What follows belongs to an exercise in optimizing a design on an open flow for small area; a production flow would make more cautious choices. The RTL was checked by simulation tests, not by an equivalence proof against the original design.

## build 44
// pipeline_cpu
module pipeline_cpu(
	clk,
	rst_n,
	in_valid,
	instruction,
	dout,
	out_valid,
	ren,
	wen,
	addr,
	out_addr,
	din,
	out
);
Size: about 2500 cells after synthesis, about 450 flip-flops, ~81 I/O pins.
==> flow/config.mk <==
export PLATFORM = sky130hd
export DESIGN_NAME = pipeline_cpu
export DESIGN_NICKNAME = pipeline_cpu
export VERILOG_FILES = /design/flow/design.v
export SDC_FILE = /design/flow/constraint.sdc
export NUM_CORES = 4
export LEC_CHECK = 0
export CAP_MARGIN = 10
export CORE_MARGIN = 2
export CORE_UTILIZATION = 40
export SLEW_MARGIN = 10
export SYNTH_HIERARCHICAL = 1
==> flow/constraint.sdc <==
create_clock -name core_clock -period 7.0 [get_ports {clk}]
set_input_delay 1.4000 -clock core_clock [delete_from_list [all_inputs] [get_ports {clk}]]
set_output_delay 1.4000 -clock core_clock [all_outputs]
set_load 0.01 [all_outputs]
standard.sh (not shown) runs the stock make flow with config.mk's settings and CLKGATE_MAP_FILE= SYNTH_SCRIPT=/design/flow/synth_recipe.tcl, a recipe that flattens the netlist after the stock synthesis.
==> flow/flow/run.sh <==
#!/bin/bash
# Own layout flow: the standard ORFS flow (standard.sh, with its standard synthesis
# script synth_recipe.tcl), with these changes:
#  - ABC maps the logic with flow/abc.script, an area-oriented mapping script, in place of
#    ORFS's delay-oriented abc_speed.script. ORFS's scripts folder is copied to orfs_scripts/
#    and only that one file is replaced in the copy.
#  - ports buffered with buf_1 (the smallest buffer) instead of ORFS's default choice
#  - clock tree without dummy loads, from small clock buffers in clusters of up to 8 flip-flops
#  - before global routing, downsizing of gates off the critical paths (flow/pre_grt.tcl),
#    followed by the standard repairs
# Each make step's full output is in orfs/logs/; make's own output is in standard.log here.
set -euo pipefail
rm -rf orfs_scripts
cp -r "$FLOW_HOME/scripts" orfs_scripts
cp flow/abc.script orfs_scripts/abc_speed.script
bash standard.sh finish \
	"SCRIPTS_DIR=$PWD/orfs_scripts" \
	"BUFFER_PORTS_ARGS=-buffer_cell sky130_fd_sc_hd__buf_1" \
	"CTS_ARGS=-sink_clustering_enable -repair_clock_nets -dont_use_dummy_load -buf_list {sky130_fd_sc_hd__clkbuf_4 sky130_fd_sc_hd__clkbuf_8} -sink_clustering_buffer sky130_fd_sc_hd__clkbuf_4 -sink_clustering_size 8 -sink_clustering_max_diameter 50" \
	"PRE_GLOBAL_ROUTE_TCL=$PWD/flow/pre_grt.tcl" > standard.log 2>&1
==> flow/flow/abc.script <==
&get -n
&st
&dch
&nf
&st
&syn2
&dch
&nf
&put
==> flow/flow/pre_grt.tcl <==
# Before global routing: downsize gates off the critical paths (placement parasitics),
# then repair slew, capacitance and fanout again, since downsizing ignores them.
estimate_parasitics -placement
repair_timing -recover_power 100 -match_cell_footprint -verbose
repair_design -match_cell_footprint -cap_margin 10 -slew_margin 10 -verbose
detailed_placement
Input changes introduced in build 61 (baseline for comparison: build 44):
# build 44
export LEC_CHECK = 0
export CAP_MARGIN = 10
export CORE_MARGIN = 2
export CORE_UTILIZATION = 40
export SLEW_MARGIN = 10
export SYNTH_HIERARCHICAL = 1
create_clock -name core_clock -period 7.0 [get_ports {clk}]
# build 61
export LEC_CHECK = 0
export CAP_MARGIN = 10
export CORE_MARGIN = 2
export CORE_UTILIZATION = 55
export SLEW_MARGIN = 10
export SYNTH_HIERARCHICAL = 1
create_clock -name core_clock -period 7.0 [get_ports {clk}]
==> flow/flow/run.sh <==
#!/bin/bash
# Own layout flow: the standard ORFS flow (standard.sh, with its standard synthesis
# script synth_recipe.tcl), with these changes:
#  - ABC maps the logic with flow/abc.script, an area-oriented mapping script, in place of
#    ORFS's delay-oriented abc_speed.script. ORFS's scripts folder is copied to orfs_scripts/
#    and only that one file is replaced in the copy.
#  - ports buffered with buf_1 (the smallest buffer) instead of ORFS's default choice
#  - clock tree without dummy loads, from small clock buffers in clusters of up to 14 flip-flops
#  - before global routing, downsizing of gates off the critical paths (flow/pre_grt.tcl),
#    followed by the standard repairs
# Each make step's full output is in orfs/logs/; make's own output is in standard.log here.
set -euo pipefail
rm -rf orfs_scripts
cp -r "$FLOW_HOME/scripts" orfs_scripts
cp flow/abc.script orfs_scripts/abc_speed.script
bash standard.sh finish \
	"SCRIPTS_DIR=$PWD/orfs_scripts" \
	"BUFFER_PORTS_ARGS=-buffer_cell sky130_fd_sc_hd__buf_1" \
	"CTS_ARGS=-sink_clustering_enable -repair_clock_nets -dont_use_dummy_load -buf_list {sky130_fd_sc_hd__clkbuf_4 sky130_fd_sc_hd__clkbuf_8} -sink_clustering_buffer sky130_fd_sc_hd__clkbuf_8 -sink_clustering_size 14 -sink_clustering_max_diameter 70" \
	"PRE_GLOBAL_ROUTE_TCL=$PWD/flow/pre_grt.tcl" > standard.log 2>&1
## What came out
- Compared build 61 against build 44; clock distribution area overhead in the final layout within noise.
- Diff build 44 -> build 61 | filler cell count | down by more than a quarter
- Compared with build 44, build 61 shows a slack of the critical path that is 0.061 ns lower.
- Diff build 61..build 44 | synthesized area | negligible
- Worst path required time down 0.02 ns in build 61 wrt build 44
- The die used by build 61 is smaller than the one used by build 44.
- Build 61: total vias in the final route is 392 lower than what build 44 reported.
- On non-clock buffer contribution to total cell area, build 44 and build 61 are basically level.
- Comparing build 44 and build 61, arrival time of data at the critical path endpoint is lower on build 44.

[static timing again, ports no longer ideal]
How much do the figures lean on ideal ports? The routed layouts below were timed once more, with nothing changed but the port constraints.
Step 1 (the two cells are an assumption about what drives the block):
set clk [get_ports {clk}]
set_driving_cell -lib_cell sky130_fd_sc_hd__clkbuf_16 $clk
set_driving_cell -lib_cell sky130_fd_sc_hd__buf_2 [delete_from_list [all_inputs] $clk]
Step 2 times the ports against the registers' clock, not the clock port: input delays grow and output delays shrink by t, the midpoint of the rising clock arrivals with the driver on.
a / b / c = no drivers / after step 1 / after step 2; a / b = the first two.
| run | t (ns) | setup WS [ns] | worst setup path after step 2 | worst register clock-pin slew, ns |
|---|---|---|---|---|
| build 44 | 0.670 | 0.531 / 0.531 / 0.531 | register to register | 0.11 / 0.11 |
| build 61 | 0.682 | 0.470 / 0.470 / 0.470 | register to register | 0.10 / 0.10 |
After both steps setup and hold are still met in every run listed.
